What follows belongs to an exercise in optimizing a design on an open flow for small area; a production flow would make more cautious choices.
Where RTL was checked, it was by simulation tests only, not by an equivalence proof against the original.
No activity file was given, so power comes from the tool's default toggle rates.

==> flow/design.v <==
`timescale 1ns / 1ps
module air_defense_top (
    input  wire         clk,
    input  wire         reset_n,
    input  wire [47:0]  data_in,
    input  wire         data_in_valid,
    output wire         in_ready,
    output wire [15:0]  x_curr,
    output wire [15:0]  y_curr,
    output wire [15:0]  z_curr,
    output wire [15:0]  x_pred,
    output wire [15:0]  y_pred,
    output wire [15:0]  z_pred,
    output wire         track_valid,
    input  wire         track_ready,
    output wire         target_moving,
    output wire         lock_active,
    output wire         fire_pulse
);
    reg         p_valid, p_pass;
    reg  [3:0]  pd_x, pd_y, pd_z;       
    reg         c_valid;
    reg  [3:0]  cd_x, cd_y, cd_z;       
    reg         a_valid;
    reg  [15:0] a_x, a_y, a_z;          
    reg  [2:0]  lock_cnt;               
    reg  [2:0]  st;                     
    reg  [15:0] tmo;
    reg         t_valid;
    reg  [15:0] t_x, t_y, t_z;          
    reg  [15:0] v_x, v_y, v_z;          
    reg  [15:0] q_x, q_y, q_z;          
    reg         win;                    
    reg         mv;                     
    reg         armed, fire;
    wire la = st[2];
    function [2:0] add2(input [1:0] a, input [1:0] b, input ci);
        integer i;
        reg c;
        begin
            c = ci;
            for (i = 0; i < 2; i = i + 1) begin
                add2[i] = a[i] ^ b[i] ^ c;
                c = (a[i] & b[i]) | (c & (a[i] ^ b[i]));
            end
            add2[2] = c;
        end
    endfunction
    function [14:0] add14(input [13:0] a, input [13:0] b, input ci);
        integer i;
        reg c;
        begin
            c = ci;
            for (i = 0; i < 14; i = i + 1) begin
                add14[i] = a[i] ^ b[i] ^ c;
                c = (a[i] & b[i]) | (c & (a[i] ^ b[i]));
            end
            add14[14] = c;
        end
    endfunction
    function [3:0] add3(input [2:0] a, input [2:0] b, input ci);
        integer i;
        reg c;
        begin
            c = ci;
            for (i = 0; i < 3; i = i + 1) begin
                add3[i] = a[i] ^ b[i] ^ c;
                c = (a[i] & b[i]) | (c & (a[i] ^ b[i]));
            end
            add3[3] = c;
        end
    endfunction
    function [13:0] add13(input [12:0] a, input [12:0] b, input ci);
        integer i;
        reg c;
        begin
            c = ci;
            for (i = 0; i < 13; i = i + 1) begin
                add13[i] = a[i] ^ b[i] ^ c;
                c = (a[i] & b[i]) | (c & (a[i] ^ b[i]));
            end
            add13[13] = c;
        end
    endfunction
    function [4:0] add4(input [3:0] a, input [3:0] b, input ci);
        integer i;
        reg c;
        begin
            c = ci;
            for (i = 0; i < 4; i = i + 1) begin
                add4[i] = a[i] ^ b[i] ^ c;
                c = (a[i] & b[i]) | (c & (a[i] ^ b[i]));
            end
            add4[4] = c;
        end
    endfunction
    function [5:0] add5(input [4:0] a, input [4:0] b, input ci);
        integer i;
        reg c;
        begin
            c = ci;
            for (i = 0; i < 5; i = i + 1) begin
                add5[i] = a[i] ^ b[i] ^ c;
                c = (a[i] & b[i]) | (c & (a[i] ^ b[i]));
            end
            add5[5] = c;
        end
    endfunction
    function [8:0] add8(input [7:0] a, input [7:0] b, input ci);
        integer i;
        reg c;
        begin
            c = ci;
            for (i = 0; i < 8; i = i + 1) begin
                add8[i] = a[i] ^ b[i] ^ c;
                c = (a[i] & b[i]) | (c & (a[i] ^ b[i]));
            end
            add8[8] = c;
        end
    endfunction
    function [4:0] pcheck(input [15:0] g, input [15:0] a, input [4:0] cm);
        reg [8:0] lo, hi;
        reg       hz, ho, fz, fo;
        reg [5:0] r;
        begin
            lo = add8(g[7:0],  ~a[7:0],  1'b1);    
            hi = add8(g[15:8], ~a[15:8], 1'b1);    
            hz = lo[8] ? (hi[8] & (hi[7:0] == 8'h00))
                       : (hi[8] & (hi[7:0] == 8'h01));
            ho = lo[8] ? (~hi[8] & (hi[7:0] == 8'hff))
                       : (hi[8] & (hi[7:0] == 8'h00));
            fz = hz & (lo[7:4] == 4'h0);
            fo = ho & (lo[7:4] == 4'hf);
            r  = add5(lo[4:0], ~cm, 1'b1);         
            r[5] = lo[4] ^ ~cm[4] ^ r[5];
            pcheck[4]   = (fz | fo) &
                          (((r[5:3] == 3'b000) & (r[2:0] <= 3'd4)) |
                           ((r[5:3] == 3'b111) & (r[2:0] >= 3'd4)));
            pcheck[3:0] = r[3:0];
        end
    endfunction
    wire [15:0] b_x = data_in[47:32];
    wire [15:0] b_y = data_in[31:16];
    wire [15:0] b_z = data_in[15:0];
    wire [15:0] g_x = b_x ^ (b_x >> 1);
    wire [15:0] g_y = b_y ^ (b_y >> 1);
    wire [15:0] g_z = b_z ^ (b_z >> 1);
    wire [4:0] cm_x = c_valid ? {cd_x[3], cd_x} : 5'd0;
    wire [4:0] cm_y = c_valid ? {cd_y[3], cd_y} : 5'd0;
    wire [4:0] cm_z = c_valid ? {cd_z[3], cd_z} : 5'd0;
    wire [4:0] pc_x = pcheck(g_x, a_x, cm_x);
    wire [4:0] pc_y = pcheck(g_y, a_y, cm_y);
    wire [4:0] pc_z = pcheck(g_z, a_z, cm_z);
    wire pass_now = pc_x[4] & pc_y[4] & pc_z[4];
    wire p_take = data_in_valid & ~p_valid;
    wire c_take = p_valid & ~c_valid;
    wire a_take = c_valid & ~a_valid;
    wire t_take = a_valid & ~t_valid & la;
    wire a_drop = a_valid & (~t_valid | ~la);
    assign in_ready = ~p_valid;
    wire near3 = (cd_x[2:0] != 3'b100) & (cd_y[2:0] != 3'b100) & (cd_z[2:0] != 3'b100);
    function [16:0] dcalc(input [15:0] a, input [15:0] t, input [3:0] cd);
        reg [13:0] lo;
        reg [3:0]  hv, hi;
        reg [4:0]  r;
        reg        hz, ho, sm;
        begin
            lo = add13(a[12:0],  ~t[12:0],  1'b1);
            hv = add3(a[15:13], ~t[15:13], lo[13]);
            hi = add3(a[15:13], ~t[15:13], 1'b1);      
            hz = lo[13] ? (hi[3] & (hi[2:0] == 3'h0))
                        : (hi[3] & (hi[2:0] == 3'h1));
            ho = lo[13] ? (~hi[3] & (hi[2:0] == 3'h7))
                        : (hi[3] & (hi[2:0] == 3'h0));
            sm = (hz & (lo[12:3] == 10'h000)) | (ho & (lo[12:3] == 10'h3ff));
            r  = add4(lo[3:0], cd, 1'b0);
            r[4] = lo[3] ^ cd[3] ^ r[4];                
            dcalc[16]   = ~(sm & ((r == 5'd0) | (r == 5'd1) | (r == 5'h1f)));
            dcalc[15:0] = {hv[2:0], lo[12:0]};
        end
    endfunction
    wire [16:0] dc_x = dcalc(a_x, t_x, cd_x);
    wire [16:0] dc_y = dcalc(a_y, t_y, cd_y);
    wire [16:0] dc_z = dcalc(a_z, t_z, cd_z);
    wire mv_next = dc_x[16] | dc_y[16] | dc_z[16];
    wire [15:0] ad_x = a_valid ? v_x : {{12{cd_x[3]}}, cd_x};
    wire [15:0] ad_y = a_valid ? v_y : {{12{cd_y[3]}}, cd_y};
    wire [15:0] ad_z = a_valid ? v_z : {{12{cd_z[3]}}, cd_z};
    function [15:0] sadd(input [15:0] a, input [15:0] b);
        reg [14:0] lo;
        reg [2:0]  h0, h1;
        begin
            lo = add14(a[13:0], b[13:0], 1'b0);
            h0 = add2(a[15:14], b[15:14], 1'b0);
            h1 = add2(a[15:14], b[15:14], 1'b1);
            sadd = {lo[14] ? h1[1:0] : h0[1:0], lo[13:0]};
        end
    endfunction
    wire [15:0] s_x = sadd(a_x, ad_x);
    wire [15:0] s_y = sadd(a_y, ad_y);
    wire [15:0] s_z = sadd(a_z, ad_z);
    function winf(input [15:0] a, input [15:0] v);
        reg c2;
        begin
            c2 = (a[1] & v[1]) | ((a[1] | v[1]) & a[0] & v[0]);
            winf = ((v[15:2] == 14'd0) & ~((a[15:2] == 14'h3fff) & c2)) |
                   ((v[15:2] == 14'h3fff) & (v[1:0] != 2'd0) & ((a[15:2] != 14'd0) | c2));
        end
    endfunction
    wire win_next = winf(a_x, v_x) & winf(a_y, v_y) & winf(a_z, v_z);
    wire found   = lock_cnt[2];
    wire locked  = (st == 3'b011) | (st == 3'b100);
    wire timeout = (tmo == 16'h290f);
    wire [15:0] tmo_step = {tmo[14:0], ~(tmo[15] ^ tmo[14] ^ tmo[12] ^ tmo[3])};
    reg [2:0] st_n;
    always @(*) begin
        case (st)
            3'b000:  st_n = found ? 3'b001 : 3'b000;
            3'b001:  st_n = found ? 3'b010 : 3'b000;
            3'b010:  st_n = found ? 3'b011 : 3'b000;
            3'b011:  st_n = 3'b100;
            3'b100:  st_n = timeout ? 3'b101 : 3'b100;
            default: st_n = 3'b000;
        endcase
    end
    wire fire_now = la & win & mv & ~armed;
    always @(posedge clk or negedge reset_n) begin
        if (!reset_n) begin
            p_valid  <= 1'b0;
            p_pass   <= 1'b0;
            pd_x     <= 4'd0;
            pd_y     <= 4'd0;
            pd_z     <= 4'd0;
            c_valid  <= 1'b0;
            cd_x     <= 4'd0;
            cd_y     <= 4'd0;
            cd_z     <= 4'd0;
            a_valid  <= 1'b0;
            a_x      <= 16'd0;
            a_y      <= 16'd0;
            a_z      <= 16'd0;
            lock_cnt <= 3'd0;
            st       <= 3'd0;
            tmo      <= 16'd0;
            t_valid  <= 1'b0;
            t_x      <= 16'd0;
            t_y      <= 16'd0;
            t_z      <= 16'd0;
            v_x      <= 16'd0;
            v_y      <= 16'd0;
            v_z      <= 16'd0;
            q_x      <= 16'd0;
            q_y      <= 16'd0;
            q_z      <= 16'd0;
            win      <= 1'b1;
            mv       <= 1'b0;
            armed    <= 1'b0;
            fire     <= 1'b0;
        end else begin
            if (p_take) begin
                p_valid <= 1'b1;
                p_pass  <= pass_now;
                pd_x    <= pc_x[3:0];
                pd_y    <= pc_y[3:0];
                pd_z    <= pc_z[3:0];
            end else if (c_take) begin
                p_valid <= 1'b0;
            end
            if (c_take) begin
                if (p_pass) begin
                    c_valid <= 1'b1;
                    cd_x    <= pd_x;
                    cd_y    <= pd_y;
                    cd_z    <= pd_z;
                end
            end else if (a_take) begin
                c_valid <= 1'b0;
            end
            if (a_take) begin
                a_valid <= 1'b1;
                a_x     <= s_x;
                a_y     <= s_y;
                a_z     <= s_z;
                if (near3) begin
                    if (!lock_cnt[2]) lock_cnt <= lock_cnt + 3'd1;
                end else begin
                    lock_cnt <= 3'd0;
                end
            end else if (a_drop) begin
                a_valid <= 1'b0;
            end
            st  <= st_n;
            tmo <= (locked & ~a_valid) ? tmo_step : 16'd0;
            if (t_take) begin
                t_valid <= 1'b1;
                t_x     <= a_x;
                t_y     <= a_y;
                t_z     <= a_z;
                v_x     <= dc_x[15:0];
                v_y     <= dc_y[15:0];
                v_z     <= dc_z[15:0];
                q_x     <= s_x;
                q_y     <= s_y;
                q_z     <= s_z;
                win     <= win_next;
            end else if (t_valid && track_ready) begin
                t_valid <= 1'b0;
            end
            if (a_take)
                mv <= mv_next;
            else if (t_take)
                mv <= 1'b0;
            fire  <= fire_now;
            armed <= fire_now | (armed & win);
        end
    end
    assign target_moving = mv;
    assign lock_active   = la;
    assign track_valid   = t_valid;
    assign fire_pulse    = fire;
    assign x_curr = t_x;
    assign y_curr = t_y;
    assign z_curr = t_z;
    assign x_pred = q_x;
    assign y_pred = q_y;
    assign z_pred = q_z;
endmodule
export LEC_CHECK = 0
export CAP_MARGIN = 20
export CORE_MARGIN = 2
export CORE_UTILIZATION = 80
export PLACE_DENSITY = 0.85
export SLEW_MARGIN = 20
create_clock -name core_clock -period 6.5 [get_ports {clk}]
standard.sh (not shown) runs the stock make flow with config.mk's settings and CLKGATE_MAP_FILE= SYNTH_SCRIPT=/design/flow/synth_recipe.tcl, a recipe that flattens the netlist after the stock synthesis.
==> flow/flow/run.sh <==
#!/bin/bash
# Standard layout (the standard.sh) with smaller port buffers, a clock
# tree without dummy loads.
set -euo pipefail
export BUFFER_PORTS_ARGS="-buffer_cell sky130_fd_sc_hd__buf_1"
export CTS_ARGS="-sink_clustering_enable -repair_clock_nets -dont_use_dummy_load -sink_clustering_size 16 -sink_clustering_max_diameter 45 -buf_list {sky130_fd_sc_hd__clkbuf_8}"

bash standard.sh > standard.log 2>&1
Rerun with:
--- a/flow/design.v
+++ b/flow/design.v
@@ -56,34 +56,10 @@
                 c = (a[i] & b[i]) | (c & (a[i] ^ b[i]));
             end
             add14[14] = c;
         end
     endfunction
-    function [3:0] add3(input [2:0] a, input [2:0] b, input ci);
-        integer i;
-        reg c;
-        begin
-            c = ci;
-            for (i = 0; i < 3; i = i + 1) begin
-                add3[i] = a[i] ^ b[i] ^ c;
-                c = (a[i] & b[i]) | (c & (a[i] ^ b[i]));
-            end
-            add3[3] = c;
-        end
-    endfunction
-    function [13:0] add13(input [12:0] a, input [12:0] b, input ci);
-        integer i;
-        reg c;
-        begin
-            c = ci;
-            for (i = 0; i < 13; i = i + 1) begin
-                add13[i] = a[i] ^ b[i] ^ c;
-                c = (a[i] & b[i]) | (c & (a[i] ^ b[i]));
-            end
-            add13[13] = c;
-        end
-    endfunction
     function [4:0] add4(input [3:0] a, input [3:0] b, input ci);
         integer i;
         reg c;
         begin
             c = ci;
@@ -116,10 +92,22 @@
                 c = (a[i] & b[i]) | (c & (a[i] ^ b[i]));
             end
             add8[8] = c;
         end
     endfunction
+    function [12:0] add12(input [11:0] a, input [11:0] b, input ci);
+        integer i;
+        reg c;
+        begin
+            c = ci;
+            for (i = 0; i < 12; i = i + 1) begin
+                add12[i] = a[i] ^ b[i] ^ c;
+                c = (a[i] & b[i]) | (c & (a[i] ^ b[i]));
+            end
+            add12[12] = c;
+        end
+    endfunction
     function [4:0] pcheck(input [15:0] g, input [15:0] a, input [4:0] cm);
         reg [8:0] lo, hi;
         reg       hz, ho, fz, fo;
         reg [5:0] r;
         begin
@@ -158,27 +146,26 @@
     wire t_take = a_valid & ~t_valid & la;
     wire a_drop = a_valid & (~t_valid | ~la);
     assign in_ready = ~p_valid;
     wire near3 = (cd_x[2:0] != 3'b100) & (cd_y[2:0] != 3'b100) & (cd_z[2:0] != 3'b100);
     function [16:0] dcalc(input [15:0] a, input [15:0] t, input [3:0] cd);
-        reg [13:0] lo;
-        reg [3:0]  hv, hi;
-        reg [4:0]  r;
+        reg [12:0] lo;
+        reg [4:0]  hv, hi, r;
         reg        hz, ho, sm;
         begin
-            lo = add13(a[12:0],  ~t[12:0],  1'b1);
-            hv = add3(a[15:13], ~t[15:13], lo[13]);
-            hi = add3(a[15:13], ~t[15:13], 1'b1);      
-            hz = lo[13] ? (hi[3] & (hi[2:0] == 3'h0))
-                        : (hi[3] & (hi[2:0] == 3'h1));
-            ho = lo[13] ? (~hi[3] & (hi[2:0] == 3'h7))
-                        : (hi[3] & (hi[2:0] == 3'h0));
-            sm = (hz & (lo[12:3] == 10'h000)) | (ho & (lo[12:3] == 10'h3ff));
+            lo = add12(a[11:0],  ~t[11:0],  1'b1);
+            hv = add4(a[15:12], ~t[15:12], lo[12]);
+            hi = add4(a[15:12], ~t[15:12], 1'b1);      
+            hz = lo[12] ? (hi[4] & (hi[3:0] == 4'h0))
+                        : (hi[4] & (hi[3:0] == 4'h1));
+            ho = lo[12] ? (~hi[4] & (hi[3:0] == 4'hf))
+                        : (hi[4] & (hi[3:0] == 4'h0));
+            sm = (hz & (lo[11:3] == 9'h000)) | (ho & (lo[11:3] == 9'h1ff));
             r  = add4(lo[3:0], cd, 1'b0);
             r[4] = lo[3] ^ cd[3] ^ r[4];                
             dcalc[16]   = ~(sm & ((r == 5'd0) | (r == 5'd1) | (r == 5'h1f)));
-            dcalc[15:0] = {hv[2:0], lo[12:0]};
+            dcalc[15:0] = {hv[3:0], lo[11:0]};
         end
     endfunction
     wire [16:0] dc_x = dcalc(a_x, t_x, cd_x);
     wire [16:0] dc_y = dcalc(a_y, t_y, cd_y);
     wire [16:0] dc_z = dcalc(a_z, t_z, cd_z);
What happened:
- global-route usage fell by 2.1 points
- worst setup slack gains 0.13 ns
- synthesized area grows by about 0.7%
- wire length fell by about 4%
- sequential share of layout area is about the same
- clock power goes down by about 10%
- critical path depth grows by 1
- power went down by 3.9%
- worst hold slack is better by 0.017 ns
- register-to-register slack gets better by 0.13 ns
The RTL of the first run of this note was laid out without a check of its function.

-- port drivers added, routing unchanged --
No port has a modelled driver above. Below, the same layouts with a new extraction and two added sets of constraints. Step 1: set_driving_cell puts a clkbuf_16 on clk and a buf_2 on each other input, an assumption about the parent block. Step 2 moves the port delays by t, midway between the first and last clock arrival at a register: inputs arrive t later, outputs are due t later. That takes back most of the time a late clock gives input paths. Three values: ideal ports, drivers, drivers and shift; two values: the first two.
| run | shift t [ns] | setup slack, ns | slew at the worst register clock pin (ns) |
|---|---|---|---|
| the first run | 0.561 | 0.056 / 0.056 / 0.056 | 0.10 / 0.10 |
| the second run | 0.610 | 0.190 / 0.190 / 0.190 | 0.10 / 0.10 |
After both steps every run listed still meets setup and hold.
